Context: an optimization exercise on an open-source flow, tuned for small area, a short achievable clock period and few clock cycles per item. The choices shown serve that exercise and are no tape-out recipe. In this exercise RTL edits were held to simulation tests only and were not proved equivalent to the original.

==> design/flow/design.v <==
module Polygon #(
    parameter HALF_EYE_ANGLE = 520
)
(
    input clk,
    input rst_n,
    output reg oReadReq,
    input iRAMBusy,
    output [19:0] oRAMAddr,
    input  [15:0] iRAMData,
    input [19:0] iRAMPointCount,
    output [13:0] oAddr,
    input signed [15:0] iMemData,
    input [13:0] iPointCount,
    input signed [15:0] iAlpha, iBeta, iGamma,
    input iUseRAM,
    input i3D,
    input iStart,
    output oFinish,
    input iLineDrawRead,
    output signed [15:0] oU1, oU2, oV1, oV2,
    output oPointValid,
    output oIsRed
);
localparam T_A = 2'd0, T_B = 2'd1, T_G = 2'd2;
reg run, fin;
reg mRAM, m3D;
reg [15:0] pA, pB, pG;
reg [13:0] NP;               
assign oFinish = fin;
always @(posedge clk) begin
    if (!run) begin
        mRAM <= iUseRAM;
        m3D <= i3D;
        pA <= iAlpha;
        pB <= iBeta;
        pG <= iGamma;
        NP <= iUseRAM ? iRAMPointCount[13:0] : {iPointCount[12:0], 1'b0};
    end
end
function automatic [1:0] ptype(input [2:0] p);
    ptype = (p[2]) ? T_G : (p[1] ? T_B : T_A);
endfunction
function automatic pthread(input [2:0] p, input d3);
    pthread = (p[2] & d3) ? p[1] : p[0];
endfunction
reg [2:0] up;                
reg upV;                     
reg [13:0] pn2;              
wire [1:0] uT = ptype(up);
wire       ut = pthread(up, m3D);
wire       ue = m3D & up[0];             
wire       rEnd = m3D ? (up == 3'd7) : (up == 3'd5);
wire       lastRnd = (pn2 >= NP);
wire [2:0] nu = rEnd ? 3'd0 : up + 3'd1;
wire [1:0] nuT = ptype(nu);
wire       nut = pthread(nu, m3D);
wire       nuV = !(rEnd && lastRnd);
wire [1:0] needN = !nuV ? 2'd0 : (nuT == T_A) ? 2'd2 : (nuT == T_B) ? 2'd1 : 2'd0;
wire [13:0] adDelta = (nuT == T_A) ? (nut ? 14'd1 : 14'd0) :
                      (nut ? 14'd2 : 14'h3ffd);
reg [13:0] ad;
reg [1:0] need;              
reg [15:0] SX, SY;
assign oAddr = ad;
assign oRAMAddr = {6'd0, ad};
wire [15:0] memw = mRAM ? iRAMData : iMemData;
wire fetch = (need != 2'd0) && (!mRAM || !iRAMBusy);
always @(posedge clk) begin
    if (fetch) begin
        if (need == 2'd2) SX <= memw; else SY <= memw;
    end
end
reg [15:0] s1 [0:1];         
reg [15:0] s2 [0:1];         
reg [15:0] s3 [0:1];         
wire [15:0] gAng = m3D ? (ue ? pG - HALF_EYE_ANGLE : pG + HALF_EYE_ANGLE) : pG;
wire [15:0] uAng = (uT == T_A) ? pA : (uT == T_B) ? pB : gAng;
wire [15:0] la = (uT == T_A) ? {SX[12:0], 3'b0} : s2[ut];
wire [15:0] lb = (uT == T_G) ? s1[ut] : {SY[12:0], 3'b0};
reg [15:0] L0a, L0b;
reg [1:0] L0q;
always @(posedge clk) begin
    L0a <= la;
    L0b <= lb;
    L0q <= uAng[15:14];
end
wire [15:0] nla = -L0a;
wire [15:0] nlb = -L0b;
reg  [15:0] lx, ly;
always @(*) begin
    case (L0q)
        2'b00: begin lx = L0a; ly = L0b; end
        2'b01: begin lx = nlb; ly = L0a; end
        2'b10: begin lx = nla; ly = nlb; end
        default: begin lx = L0b; ly = nla; end
    endcase
end
reg signed [15:0] L1x, L1y;
reg signed [16:0] P2x, P2y;
always @(posedge clk) begin
    L1x <= lx;
    L1y <= ly;
    P2x <= {L1x[15], L1x} - {L1y[15], L1y};
    P2y <= {L1y[15], L1y} + {L1x[15], L1x};
end
reg running;
reg [13:1] oh;               
reg signed [16:0] x, y;
reg signed [15:0] ang;
reg [1:0] curT; reg curt;    
reg curL;                    
reg r1, r2, r3;              
reg signed [15:0] atan;
reg signed [16:0] shx, shy;
integer k;
always @(*) begin
    atan = 16'sd0;
    shx = 17'sd0;
    shy = 17'sd0;
    for (k = 1; k < 14; k = k + 1) begin
        if (oh[k]) begin
            shx = shx | (x >>> k);
            shy = shy | (y >>> k);
        end
    end
    atan = ({16{oh[1]}} & 16'sd4836) | ({16{oh[2]}} & 16'sd2555) |
           ({16{oh[3]}} & 16'sd1297) | ({16{oh[4]}} & 16'sd651) |
           ({16{oh[5]}} & 16'sd325) | ({16{oh[6]}} & 16'sd162) |
           ({16{oh[7]}} & 16'sd81) | ({16{oh[8]}} & 16'sd40) |
           ({16{oh[9]}} & 16'sd20) | ({16{oh[10]}} & 16'sd10) |
           ({16{oh[11]}} & 16'sd5) | ({16{oh[12]}} & 16'sd2) |
           ({16{oh[13]}} & 16'sd1);
end
wire dpos = ~ang[15];
wire signed [16:0] nx = dpos ? x - shy : x + shy;
wire signed [16:0] ny = dpos ? y + shx : y - shx;
wire signed [15:0] nang = dpos ? ang - atan : ang + atan;
reg qv;
reg signed [16:0] qx, qy;
reg qd;
reg [1:0] qT; reg qt, qL;
wire gfree;                  
wire gacc = qv && gfree;
wire qfree = !qv || gacc;
wire hand = running && oh[13] && qfree;          
wire canStart = upV && r3;
wire startFire = canStart && (!running || hand);
wire signed [16:0] qshy = qy >>> 14;
wire signed [16:0] qshx = qx >>> 14;
wire signed [16:0] fx = qd ? qx - qshy : qx + qshy;
wire signed [16:0] fy = qd ? qy + qshx : qy - qshx;
wire inFinal;
always @(posedge clk or negedge rst_n) begin
    if (!rst_n) begin
        running <= 1'b0;
        up <= 3'd0;
        upV <= 1'b0;
        pn2 <= 14'd2;
        need <= 2'd0;
        ad <= 14'd0;
        oReadReq <= 1'b0;
        r1 <= 1'b0;
        r2 <= 1'b0;
        r3 <= 1'b0;
    end else if (!run) begin
        running <= 1'b0;
        up <= 3'd0;
        upV <= 1'b1;
        pn2 <= 14'd2;
        need <= 2'd2;
        ad <= 14'd0;
        oReadReq <= iUseRAM;
        r1 <= 1'b0;
        r2 <= 1'b0;
        r3 <= 1'b0;
    end else begin
        r1 <= inFinal;
        r2 <= r1;
        r3 <= r2;
        if (fetch) begin
            need <= need - 2'd1;
            ad <= ad + 14'd1;
            if (need == 2'd1) oReadReq <= 1'b0;
        end
        if (hand) running <= 1'b0;
        if (startFire) begin
            running <= 1'b1;
            up <= nu;
            upV <= nuV;
            if (rEnd) pn2 <= pn2 + 14'd2;
            need <= needN;
            if (needN != 2'd0) ad <= ad + adDelta;
            oReadReq <= mRAM && (needN != 2'd0);
            r1 <= 1'b0;
            r2 <= 1'b0;
            r3 <= 1'b0;
        end
    end
end
always @(posedge clk) begin
    if (startFire) begin
        x <= P2x;
        y <= P2y;
        ang <= {{3{~uAng[13]}}, uAng[12:0]};     
        oh <= 14'd1;
        curT <= uT;
        curt <= ut;
        curL <= lastRnd;
    end else if (running && !oh[13]) begin
        x <= nx;
        y <= ny;
        ang <= nang;
        oh <= {oh[13:1], 1'b0};
    end
end
always @(posedge clk or negedge rst_n) begin
    if (!rst_n) qv <= 1'b0;
    else if (!run) qv <= 1'b0;
    else if (hand) qv <= 1'b1;
    else if (gacc) qv <= 1'b0;
end
always @(posedge clk) begin
    if (hand) begin
        qx <= nx;
        qy <= ny;
        qd <= ~nang[15];
        qT <= curT;
        qt <= curt;
        qL <= curL;
    end
end
reg gbusy;
reg [10:0] gh;               
reg gord;                    
reg [1:0] gT; reg gt, gL;
reg signed [17:0] acc;
reg signed [16:0] gx, gy;
wire [15:0] gres = acc[16:1];
wire gw1 = gh[5];
wire gw2 = gh[10];
assign gfree = !gbusy || gw2;
wire dfree;                  
wire gHold = gw1 && (gT == T_G) && !dfree;
reg [1:0] pw;
assign inFinal = (need == 2'd0) && !((uT != T_A) && pw[ut]);
always @(posedge clk or negedge rst_n) begin
    if (!rst_n) pw <= 2'b00;
    else if (!run) pw <= 2'b00;
    else begin
        if (gw1 && !gHold && gT != T_G) pw[gt] <= 1'b0;
        if (hand && curT != T_G) pw[curt] <= 1'b1;
    end
end
wire [10:0] ghN = gacc ? 11'd1 : gw2 ? 11'd0 : gHold ? gh : {gh[9:0], 1'b0};
wire gordN = gacc ? (qT == T_G) : gord;
reg cInit, cSh2, cSub, cUseX;
always @(posedge clk) begin
    cInit <= ghN[0] | ghN[5];
    cSh2 <= ghN[0] | ghN[4] | ghN[5] | ghN[9];
    cSub <= ghN[0] | ghN[1] | ghN[2] | ghN[5] | ghN[6] | ghN[7];
    cUseX <= gordN ^ (|ghN[10:5]);
end
wire signed [16:0] gV = cUseX ? gx : gy;
wire signed [17:0] gVin = {gV[16], gV};
wire signed [17:0] gAin = cInit ? gVin : acc;
wire signed [17:0] gsh = cSh2 ? (gAin >>> 2) : (gAin >>> 3);
wire signed [17:0] gnext = cSub ? gsh - gVin : gsh + gVin;
always @(posedge clk or negedge rst_n) begin
    if (!rst_n) begin
        gbusy <= 1'b0;
        gh <= 11'd0;
    end else if (!run) begin
        gbusy <= 1'b0;
        gh <= 11'd0;
    end else begin
        if (gacc) begin
            gbusy <= 1'b1;
            gh <= 11'd1;
        end else if (gw2) begin
            gbusy <= 1'b0;
            gh <= 11'd0;
        end else if (!gHold) begin
            gh <= {gh[9:0], 1'b0};
        end
    end
end
always @(posedge clk) begin
    if (gacc) begin
        gx <= fx;
        gy <= fy;
        gord <= gordN;
        gT <= qT;
        gt <= qt;
        gL <= qL;
    end
    if (gbusy && !gw2 && !gHold) acc <= gnext;
    if (gw1 && !gHold && gT != T_G) s2[gt] <= gres;      
    if (gw2) begin
        if (gT == T_A) s1[gt] <= gres;                   
        if (gT == T_B) s3[gt] <= gres;                   
    end
end
reg dbusy;
reg [4:0] dc;
reg dxok;
reg [15:0] dR, dd, dq;
reg [15:0] dX, dY;
reg dt, dL;
wire dStart = gw1 && (gT == T_G) && dfree;
wire [15:0] dRs = {dR[14:0], 1'b0};
wire dge = (dRs >= dd);
wire dDone = dbusy && (dc == 5'd16) && dxok;
wire mfree;
wire dHand = dDone && mfree;
assign dfree = !dbusy || dHand;
always @(posedge clk or negedge rst_n) begin
    if (!rst_n) begin
        dbusy <= 1'b0;
        dc <= 5'd0;
        dxok <= 1'b0;
    end else if (!run) begin
        dbusy <= 1'b0;
        dc <= 5'd0;
        dxok <= 1'b0;
    end else begin
        if (dStart) begin
            dbusy <= 1'b1;
            dc <= 5'd0;
            dxok <= 1'b0;
        end else begin
            if (dbusy && dc != 5'd16) dc <= dc + 5'd1;
            if (gw2 && gT == T_G) dxok <= 1'b1;
            if (dHand) dbusy <= 1'b0;
        end
    end
end
always @(posedge clk) begin
    if (dStart) begin
        dR <= 16'd8960;
        dd <= 16'd11360 - gres;
    end else if (dbusy && dc != 5'd16) begin
        dR <= dge ? dRs - dd : dRs;
        dq <= {dq[14:0], dge};
    end
    if (gw2 && gT == T_G) begin
        dX <= gres;
        dY <= s3[gt];
        dt <= gt;
        dL <= gL;
    end
end
reg mbusy;
reg [3:0] mc;
reg [14:0] ms;
reg signed [15:0] mX, mY, aU, aV;
reg mt, mL;
wire mDone = mbusy && (mc == 4'd15);
wire aTake;                  
assign mfree = !mbusy || aTake;
wire signed [16:0] sU = {aU[15], aU} + (ms[0] ? {mX[15], mX} : 17'sd0);
wire signed [16:0] sV = {aV[15], aV} + (ms[0] ? {mY[15], mY} : 17'sd0);
always @(posedge clk or negedge rst_n) begin
    if (!rst_n) begin
        mbusy <= 1'b0;
        mc <= 4'd0;
    end else if (!run) begin
        mbusy <= 1'b0;
        mc <= 4'd0;
    end else begin
        if (dHand) begin
            mbusy <= 1'b1;
            mc <= 4'd0;
        end else begin
            if (mbusy && !mDone) mc <= mc + 4'd1;
            if (aTake) mbusy <= 1'b0;
        end
    end
end
always @(posedge clk) begin
    if (dHand) begin
        ms <= dq[15:1];
        mX <= dX;
        mY <= dY;
        mt <= dt;
        mL <= dL;
        aU <= 16'sd0;
        aV <= 16'sd0;
    end else if (mbusy && !mDone) begin
        aU <= sU[16:1];
        aV <= sV[16:1];
        ms <= ms >> 1;
    end
end
reg rEye;                    
reg gotFirst;                
reg ended;                   
reg oValid, oRed, oLast;
reg [25:0] O1, O2, Xs;       
wire [25:0] res = {aU[15:3], aV[15:3]};
wire aEmit = (mRAM ? gotFirst : mt) && !ended;
assign aTake = mDone && !oValid;
wire isLast = mL && (mt ^ NP[0]) && (rEye || !m3D);
wire lineRead = oValid && iLineDrawRead;
wire aUpd = run && aTake && !ended;
assign oPointValid = oValid;
assign oIsRed = oRed;
assign oU1 = {{3{O1[25]}}, O1[25:13]};
assign oV1 = {{3{O1[12]}}, O1[12:0]};
assign oU2 = {{3{O2[25]}}, O2[25:13]};
assign oV2 = {{3{O2[12]}}, O2[12:0]};
always @(posedge clk or negedge rst_n) begin
    if (!rst_n) begin
        run <= 1'b0;
        fin <= 1'b1;
        oValid <= 1'b0;
        oLast <= 1'b0;
        ended <= 1'b0;
        gotFirst <= 1'b0;
        rEye <= 1'b0;
    end else if (!run) begin
        oValid <= 1'b0;
        oLast <= 1'b0;
        ended <= 1'b0;
        gotFirst <= 1'b0;
        rEye <= 1'b0;
        if (iStart) begin
            run <= 1'b1;
            fin <= 1'b0;
        end
    end else begin
        if (lineRead) begin
            oValid <= 1'b0;
            if (oLast) begin
                run <= 1'b0;
                fin <= 1'b1;
            end
        end
        if (aTake && !ended) begin
            if (aEmit) begin
                oValid <= 1'b1;
                oLast <= isLast;
                if (isLast) ended <= 1'b1;
            end
            if (m3D) rEye <= !rEye;
            if (!m3D || rEye) gotFirst <= 1'b1;
        end
    end
end
always @(posedge clk) begin
    if (aUpd) begin
        oRed <= rEye;
        if (mRAM) begin
            if (gotFirst) O1 <= m3D ? Xs : O2;
            if (gotFirst || !m3D || rEye) O2 <= res;
            if (m3D) begin
                if (gotFirst) Xs <= O2;
                else if (!rEye) Xs <= res;
            end
        end else begin
            if (!mt) begin
                if (!rEye) O1 <= res; else Xs <= res;
            end else begin
                O2 <= res;
                if (rEye) O1 <= Xs;
            end
        end
    end
end
endmodule
==> design/flow/flow/run.sh <==
#!/bin/bash
set -euo pipefail
bash standard.sh SETUP_SLACK_MARGIN=8 finish > standard_flow.log 2>&1
==> design/flow/standard.sh <==
#!/bin/bash
# synth_recipe.tcl (not shown) runs the flow's synth.tcl, then flattens the netlist and writes it again
# the make line also repeats each setting of config.mk as NAME=value (left out here)
make -C /OpenROAD-flow-scripts/flow DESIGN_CONFIG=/design/flow/config.mk WORK_HOME=/design/flow/orfs CLKGATE_MAP_FILE= SYNTH_SCRIPT=/design/flow/synth_recipe.tcl "${@:-finish}"
==> design/flow/config.mk <==
export PLATFORM = sky130hd
export DESIGN_NAME = Polygon
export DESIGN_NICKNAME = Polygon
export VERILOG_FILES = /design/flow/design.v
export SDC_FILE = /design/flow/constraint.sdc
export NUM_CORES = 4
export LEC_CHECK = 0
export CAP_MARGIN = 20
export CORE_MARGIN = 2
export CORE_UTILIZATION = 40
export SLEW_MARGIN = 20
export TNS_END_PERCENT = 5
==> design/flow/constraint.sdc <==
create_clock -name core_clock -period 12.0 [get_ports {clk}]
set_input_delay 2.4000 -clock core_clock [delete_from_list [all_inputs] [get_ports {clk}]]
set_output_delay 2.4000 -clock core_clock [all_outputs]
set_load 0.01 [all_outputs]
==> out/qor_table.md, run 1 <==
| Parameter | Reported | Unit |
|---|---|---|
| Result of the run | complete, no violations | - |
| Standard cell core area | 103,800 | um^2 |
| DRT Wirelength | 102,900 | um |
| Critical path's largest stage delay | 530 | ps |
| Count of TritonRoute iterations in the first routing pass | 9 | - |
| Latest clock arrival within the worst-skew pair | 650 | ps |
| Setup violation total in the final timing report | 0 | - |
| Tot GR Track Use | 18.74 | % |
| Count of cell types in the netlist | 88 | - |
| Count of antenna-violating nets left after detailed routing | 0 | - |
| TritonCTS Sinks | 764 | - |
| WS Path Type | flip-flop to flip-flop | - |
| Min-delay src | dX[8]$_DFFE_PP_ | - |
| Number of vias in the routed layout | 30,340 | - |
| Reg-to-Reg Start | x[13]$_DFFE_PP_ | - |
| Cell family with the largest share of critical-path delay | simple AND/OR/NAND/NOR gates | - |
| Number of input and output port buffers inserted | 203 | - |
| DRC marker count from the first detailed-route iteration | 2,729 | - |
| Kind of start point of the critical path | flip-flop | - |
| Count of fill cells added during filler insertion | 9,435 | - |
| Multi-input logic area | 20,150 | um^2 |
| Initial antenna violation count | 0 | - |
| P&R area growth vs syn | 17.89 | % |
| Critical Path RT | 12,390 | ps |
| Number of top-level pins | 223 | - |
| Number of buffers added to fix hold violations after cts | 0 | - |
| Period Utilization, post-route | 36.27 | % |
| HPWL after detailed placement | 70,290 | um |
| Leading area contributor after synthesis | edfxtp_1 | - |
| Sum of negative setup slack | 0 | ps |
| Average vias per placed instance | 5.431 | - |
| Gr ovfl total | 0 | - |
| R2r worst-path depth | 16 | - |
| Mapped Avg Cell Area | 10.70 | um^2 |
| Dominant register cell in the synthesized netlist | edfxtp_1 | - |
| Maximum root-to-sink buffer count | 3 | - |
| Most frequent standard cell in the layout excluding fill and tap cells | edfxtp_1 | - |
| Die width | 328.1 | um |
| Minimum period implied by the final worst setup slack | 4352 | ps |
| CP max-delay cell | edfxtp_1 | - |
| TritonCTS buffer count | 80 | - |
| Final number of max-transition violations | 0 | - |
| Unrepaired setup endpoints after global routing | true | - |
| Fraction of met1 tracks used by global routing | 25.78 | % |
| Share of the yosys chip area belonging to registers | 49.86 | % |
| CTS Root Cell | clkbuf_16 | - |
| Hold crit path type | flip-flop to flip-flop | - |
| Routability congestion estimate | 0.8676 | - |
| Dpl cell area | 45,260 | um^2 |
| Drt wl/cell | 18.42 | um |
| #FFs+latches synth | 764 | - |
| Die outline area | 107,700 | um^2 |
| Net count of the finished layout | 4,505 | - |
| Largest cells by area after synthesis | edfxtp_1 (38%), dfxtp_1 (7.8%), ha_1 (7.0%) | - |
| GR Util met3 | 2.778 | % |
| Initial core utilization | 40.49 | % |
| CTS clock-pin slew for the worst setup and hold paths | 60 | ps |
| Total of warnings raised by yosys | 1 | - |
| Final Hold Fails | 0 | - |
| Transition at the pin with the smallest max-transition slack | 1107 | ps |
| Crit path DAT | 4740 | ps |
| Reg-to-reg endpoint | y[15]$_DFFE_PP_ | - |
| Cell area after synthesis | 42,020 | um^2 |
| Std-Cell Rows | 118 | - |
| Combined buffer and inverter count along the critical path | 3 | - |
| Worst Hold Path Cells | 0 | - |
| Crit-path cells | buf_6 -> a222oi_1 -> nand3_1 -> nor4_4 -> buf_4 -> nand4_1 -> nor2_2 -> nor4b_4 -> buf_4 -> a41oi_2 -> xnor2_1 -> ha_1 -> a21o_1 -> a41oi_2 -> xnor2_2 -> mux2_4 | - |
| Worst slew slack as a fraction of its limit | 26.17 | % |
| Max H-tree Level | 3 | - |
| Fraction of final layout cells with drive strength greater than 1 | 12.56 | % |
| Proportion of synthesized flip-flops having asynchronous set or reset | 9.424 | % |
| Hold worst-path end | mX[8]$_DFFE_PP_ | - |
| Element type at the critical path end | flip-flop | - |
| GR peak layer | met2 | - |
| Number of cells in the finished layout apart from fillers | 5,586 | - |
| Highest-count cells in the layout ignoring fill and taps | edfxtp_1 (529), nand2_1 (348), nor2_1 (278) | - |
| Met2 track utilization from global routing | 30.96 | % |
| Final std cell area, no fill | 49,540 | um^2 |
| TritonCTS clock tree | yes | - |
| Number of max-cap violations | 0 | - |
| DRC viols | 0 | - |
| Pin count of the biggest net entering global routing | 83 | - |
| Storage cell area | 20,980 | um^2 |
| Die Ht | 328.1 | um |
| Timing-limited maximum frequency | 229.8 | MHz |
| First-pass GRT wire length | 161,700 | um |
| Skew final | 32.30 | ps |
| Inst Count DP | 5,337 | - |
| Top cell type's share of synthesized area | 37.80 | % |
| Number of global-route vias before repair | 29,190 | - |
| R2R setup slack | 7650 | ps |
| EDFF count, synth | 529 | - |
| Synth Instances | 3,926 | - |
| Highest fanout seen on the critical path | 4 | - |
## synthesized netlist by cell type, types with 24 or more instances
cell	instances
mux2_2	105
a31oi_1	33
a21o_1	49
a21oi_1	254
edfxtp_1	529
xnor2_1	192
inv_1	170
nor2b_1	67
nand3_1	111
dfrtp_1	70
clkbuf_1	159
xor2_1	109
and3_1	32
and2_1	43
nor3_1	80
ha_1	234
buf_4	32
dfxtp_1	163
a211oi_1	61
o21ai_0	154
a22oi_1	89
nand2b_1	41
buf_1	24
mux2i_1	98
nand4_1	31
nor2_1	294
nand2_1	349
## worst reg2reg max path: cells and delay by family, from the launching register on
| family | cells | cell delay [ps] |
|---|---|---|
| DFF | 1 | 530 |
| and+or+nand+nor | 5 | 1190 |
| AOI/OAI and AO/OA | 4 | 890 |
| xor gates and xnor gates | 2 | 380 |
| adders and majority gates | 1 | 320 |
| muxes | 1 | 270 |
| buffers and inverters | 3 | 530 |
## timing repair
item | 4_1_cts | 5_1_grt
setup endpoints to repair | 124 | 115
pin swaps | 51 | 43
setup buffers | 77 | 20
resized for setup | 101 | 43
gates cloned | 1 | 0
## per-stage QoR
step	hold WS, ps	setup slack, ps	util [%]
after floorplan	400.3	7919	-
after global placement	401.1	6990	43.60
after detailed placement	404.5	6936	43.60
after CTS	398.2	7805	47.35
after global routing	410.1	7566	47.73
final	405.3	7648	47.73
## cell families after synthesis
family | Yosys count | share of synthesized area [%]
buffers and inverters | 388 | 3.758
xor gates and xnor gates | 302 | 6.327
AOI/OAI and AO/OA | 853 | 13.19
and+or+nand+nor | 1148 | 13.03
other | 1 | 0.008924
DFF | 764 | 49.86
muxes | 223 | 6.238
adders and majority gates | 247 | 7.587
## area by class of cell
class / count / share of cell area [%]
clock buffer: 106 / 4.529
tap: 1380 / 3.485
multi-input combinational: 2779 / 40.68
antenna: 1 / 0.005051
sequential: 764 / 42.35
inverter: 171 / 1.301
timing repair buffer: 341 / 6.478
clock inverter: 44 / 1.169
## registers in the layout, indices dropped and copies added (netlist names), 17 cells and up
signal	flops
O1	26
O2	26
P2x	17
Xs	26
acc	17
gx	17
gy	17
qx	17
qy	17
s1	32
s2	32
s3	32
x	17
y	17
## worst max-delay path by stage
stage	cells past startpoint	endpoint	start	slack [ps]
2_1_floorplan	18	x[16]$_DFFE_PP_	oh[1]$_SDFFE_PP1P_	7920
3_3_place_gp	7	ad[11]$_DFF_PN0_	iRAMBusy	6990
3_5_place_dp	7	ad[11]$_DFF_PN0_	iRAMBusy	6940
4_1_cts	13	acc[15]$_DFFE_PP_	cUseX$_DFF_P_	7800
5_1_grt	16	y[16]$_DFFE_PP_	x[13]$_DFFE_PP_	7570
6_report	16	y[15]$_DFFE_PP_	x[13]$_DFFE_PP_	7650
## metal layers
| layer | up-vias | wire, um |
|---|---|---|
| met5 | - | 0 |
| met4 | 0 | 2212 |
| met3 | 181 | 4739 |
| met2 | 756 | 49230 |
| met1 | 14630 | 46710 |
| li1 | 14770 | - |
Testbench counts, summed over its fixed seeds: cycles 186,817, lines 3,390.
==> run 2: changes to the inputs <==
--- a/design/flow/config.mk
+++ b/design/flow/config.mk
@@ -9,4 +9,3 @@
 export CORE_MARGIN = 2
 export CORE_UTILIZATION = 40
 export SLEW_MARGIN = 20
-export TNS_END_PERCENT = 5
==> run 2 against run 1 <==
Net effect: still clean; sequential share of layout area decreased by 0.42 points; synthesized area unchanged; global-route usage increased by 0.092 points; critical path depth unchanged; setup slack improved by 150 ps; synthesized cell count unchanged; highest routed layer unchanged.
==> out/qor_table.md, run 2 <==
| Parameter | Reported | Unit | Delta |
|---|---|---|---|
| Final setup slack of the worst path | 7799 | ps | +151.7 ps |
| Highest fanout seen on the critical path | 4 | - | unchanged |
| Endpoint of the worst setup timing path | x[12]$_DFFE_PP_ | - |  |
| Total of warnings raised by yosys | 1 | - | unchanged |
| #FFs+latches synth | 764 | - | unchanged |
| Timing-limited maximum frequency | 238.1 | MHz | +3.6% |
| Sum of negative setup slack | 0 | ps | unchanged |
| Cell area after synthesis | 42,020 | um^2 | unchanged |
| Average vias per placed instance | 5.398 | - | -0.61% |
| Dominant register cell in the synthesized netlist | edfxtp_1 | - |  |
| DRT Wirelength | 103,800 | um | +0.90% |
| Leading area contributor after synthesis | edfxtp_1 | - |  |
| Net count of the finished layout | 4,546 | - | +0.91% |
| Drt wl/cell | 18.46 | um | +0.20% |
| CTS clock-pin slew for the worst setup and hold paths | 60 | ps | about the same |
| CP max-delay cell | edfxtp_1 | - |  |
| Count of antenna-violating nets left after detailed routing | 0 | - | unchanged |
| Critical path's largest stage delay | 530 | ps | about the same |
| P&R area growth vs syn | 19.16 | % |  |
| TritonCTS Sinks | 764 | - | unchanged |
| Die Ht | 328.1 | um | unchanged |
| Element type at the critical path end | flip-flop | - |  |
| Reg-to-reg endpoint | x[12]$_DFFE_PP_ | - |  |
| Number of cells in the finished layout apart from fillers | 5,625 | - | +0.70% |
| Critical path's most frequent cell | ha_2 | - |  |
| Worst slew slack as a fraction of its limit | 25.96 | % | -0.21 points |
| Crit path DAT | 4580 | ps | -160 ps |
| Skew final | 21.17 | ps | -11.13 ps |
| Pin count of the biggest net entering global routing | 83 | - | unchanged |
| Count of cell types in the netlist | 88 | - | unchanged |
| TritonCTS clock tree | yes | - |  |
| Worst hold slack across all endpoints | 412.3 | ps | +7.004 ps |
| Dpl ws | 7099 | ps | +162.7 ps |
| Crit-path cells | a222oi_1 -> nand3_1 -> nor2_2 -> ha_2 -> inv_2 -> nor3_4 -> a31oi_1 -> xnor2_1 -> ha_2 -> o21a_1 -> o221a_4 -> o41ai_4 -> o21bai_1 -> a21oi_2 -> xnor2_2 -> mux2_2 | - |  |
| Final Hold Fails | 0 | - | unchanged |
| Fraction of final layout cells with drive strength greater than 1 | 14.82 | % | +2.3 points |
| Number of top-level pins | 223 | - | unchanged |
| Max H-tree Level | 3 | - | unchanged |
| Minimum period implied by the final worst setup slack | 4201 | ps | -151.7 ps |
| Most frequent cells after synthesis | edfxtp_1 (529), nand2_1 (349), nor2_1 (294), a21oi_1 (254), ha_1 (234) | - |  |
| Combined buffer and inverter count along the critical path | 1 | - | -2 |
| Final number of max-transition violations | 0 | - | unchanged |
| First-pass GRT wire length | 161,700 | um | about the same |
| Cell family with the largest share of critical-path delay | compound AO/OA/AOI/OAI gates | - |  |
| Count of inserted antenna diode cells | 0 | - | -1 |
| R2R setup slack | 7800 | ps | +150 ps |
| Mapped Avg Cell Area | 10.70 | um^2 | unchanged |
| TritonCTS buffer count | 80 | - | unchanged |
| Latest clock arrival within the worst-skew pair | 630 | ps | -20 ps |
| Transition at the pin with the smallest max-transition slack | 1111 | ps | +3.199 ps |
| Std-Cell Rows | 118 | - | unchanged |
| Most frequent standard cell in the layout excluding fill and tap cells | edfxtp_1 | - |  |
| DRC viols | 0 | - | unchanged |
| Most numerous cell in the Yosys netlist | edfxtp_1 | - |  |
| Synth Instances | 3,926 | - | unchanged |
| Maximum root-to-sink buffer count | 3 | - | unchanged |
| Hold crit path type | flip-flop to flip-flop | - |  |
| Count of TritonRoute iterations in the first routing pass | 10 | - | +1 |
| Standard cell core area | 103,800 | um^2 | unchanged |
| Critical Path RT | 12,370 | ps | -20 ps |
| Proportion of synthesized flip-flops having asynchronous set or reset | 9.424 | % | unchanged |
| Top cell type's share of synthesized area | 37.80 | % | unchanged |
| Share of the yosys chip area belonging to registers | 49.86 | % | unchanged |
| Period Utilization, post-route | 35.00 | % | -1.3 points |
| Routability congestion estimate | 0.8466 | - | -2.4% |
| Number of vias in the routed layout | 30,360 | - | +0.082% |
| Setup violation total in the final timing report | 0 | - | unchanged |
| HPWL after detailed placement | 69,460 | um | -1.2% |
| DRC marker count from the first detailed-route iteration | 2,401 | - | -12% |
| Number of max-cap violations | 0 | - | unchanged |
| Registers with the most flip-flops | s1 x32, s2 x32, s3 x32 | - |  |
| R2r worst-path depth | 16 | - | unchanged |
| Die width | 328.1 | um | unchanged |
| Reg-to-Reg Start | y[13]$_DFFE_PP_ | - |  |
| Unrepaired setup endpoints after global routing | true | - |  |
| EDFF count, synth | 529 | - | unchanged |
| Count of fill cells added during filler insertion | 9,326 | - | -1.2% |
| Highest-count cells in the layout ignoring fill and taps | edfxtp_1 (529), nand2_1 (346), nor2_1 (274) | - |  |
| Tot GR Track Use | 18.83 | % | +0.092 points |
| Die outline area | 107,700 | um^2 | unchanged |
| CTS Root Cell | clkbuf_16 | - |  |
| Logic depth of the worst setup path including buffers | 16 | - | unchanged |
| Min-delay src | qt$_DFFE_PP_ | - |  |
| Number of global-route vias before repair | 29,170 | - | -0.048% |
| Initial antenna violation count | 1 | - | +1 |
| Startpoint of the worst setup timing path | y[13]$_DFFE_PP_ | - |  |
| Kind of start point of the critical path | flip-flop | - |  |
| Inst Count DP | 5,340 | - | +0.056% |
| Largest cells by area after synthesis | edfxtp_1 (38%), dfxtp_1 (7.8%), ha_1 (7.0%) | - |  |
| Number of input and output port buffers inserted | 203 | - | unchanged |
| WS Path Type | flip-flop to flip-flop | - |  |
| Initial core utilization | 40.49 | % | unchanged |
| Gr ovfl total | 0 | - | unchanged |
| Result of the run | complete, no violations | - |  |
run 2: cell counts after synthesis:
Identical to the previous run, type by type.
run 2: repair_timing:
action                                  4_1_cts  5_1_grt
buffers inserted                             91       42
resized for setup                           159      110
pin swaps                                    50       68
gates cloned                                  1        2
endpoints found under the setup margin      110       67
hold buffers                                  0        0
run 2: logic make-up (layout without fill, tap and decap cells):
family / after synthesis / count (layout) / synth area share, %
DFF: 764 / 764 / 49.86
xor gates and xnor gates: 302 / 302 / 6.327
buffers and inverters: 388 / 702 / 3.758
AOI/OAI and AO/OA: 853 / 853 / 13.19
adders and majority gates: 247 / 247 / 7.587
other: 1 / 6 / 0.008924
muxes: 223 / 223 / 6.238
and+or+nand+nor: 1148 / 1148 / 13.03
run 2: metal layers:
metal | global-route usage [%] | vias up | part of all wire, %
li1 | - | 14830 | -
met4 | 5.215 | 0 | 2.4
met3 | 2.669 | 173 | 4.9
met1 | 25.94 | 14620 | 45
met5 | 0 | - | 0
met2 | 30.96 | 733 | 47
run 2: area by class of cell:
class	count	area [um^2]	area share [%]
tap	1380	1727	3.448
timing repair buffer	382	3566	7.121
multi-input combinational	2779	20340	40.63
sequential	764	21000	41.94
inverter	171	644.4	1.287
clock buffer	106	2293	4.580
clock inverter	43	500.5	0.9995
run 2: worst register-to-register path, delay by kind of cell (launching register included):
kind	cells	cell delay [ps]
compound gates	7	1580
xor+xnor	2	410
fa+ha+maj	2	600
buf+inv	1	50
flops	1	530
mux	1	270
simple gates	3	510
run 2: worst min-delay path by stage:
stage,end,cells past startpoint
finish,gt$_DFFE_PP_,0
floorplan,dL$_DFFE_PP_,0
global placement,gt$_DFFE_PP_,0
detailed placement,mX[1]$_DFFE_PP_,0
CTS,mX[7]$_DFFE_PP_,0
global route,gt$_DFFE_PP_,0
run 2: through the flow:
step                      utilization [%]  area [um^2]
after floorplan                         -        42070
after detailed placement            43.63        45290
after global placement              43.63        45290
final                               48.24        50070
after CTS                           47.42        49210
after global routing                48.24        50070

-- port drivers added, routing unchanged --
The results above use ideal ports. As a check the final layouts listed here were re-extracted and re-timed, cells and wires unchanged. Step 1 sets driving cells, clkbuf_16 on the clock port and buf_2 on the other inputs (assumed; they add their load-dependent delay and slew). Step 2 moves the port delays by t, midway between the first and last clock arrival at a register: inputs arrive t later, outputs are due t later. That takes back most of the time a late clock gives input paths. Three values: no drivers, after step 1, after step 2; two values: the first two.
| run | t, ns | slack for setup (ns) | worst setup path after step 2 |
|---|---|---|---|
| run 1 | 0.703 | 7.648 / 7.648 / 7.296 | input to register |
| run 2 | 0.690 | 7.799 / 7.799 / 7.444 | input to register |
After both steps setup and hold are still met in every run listed. For run 2, which loses most, drivers alone change the setup slack by 0.000 ns; drivers and shift together by -0.355 ns.
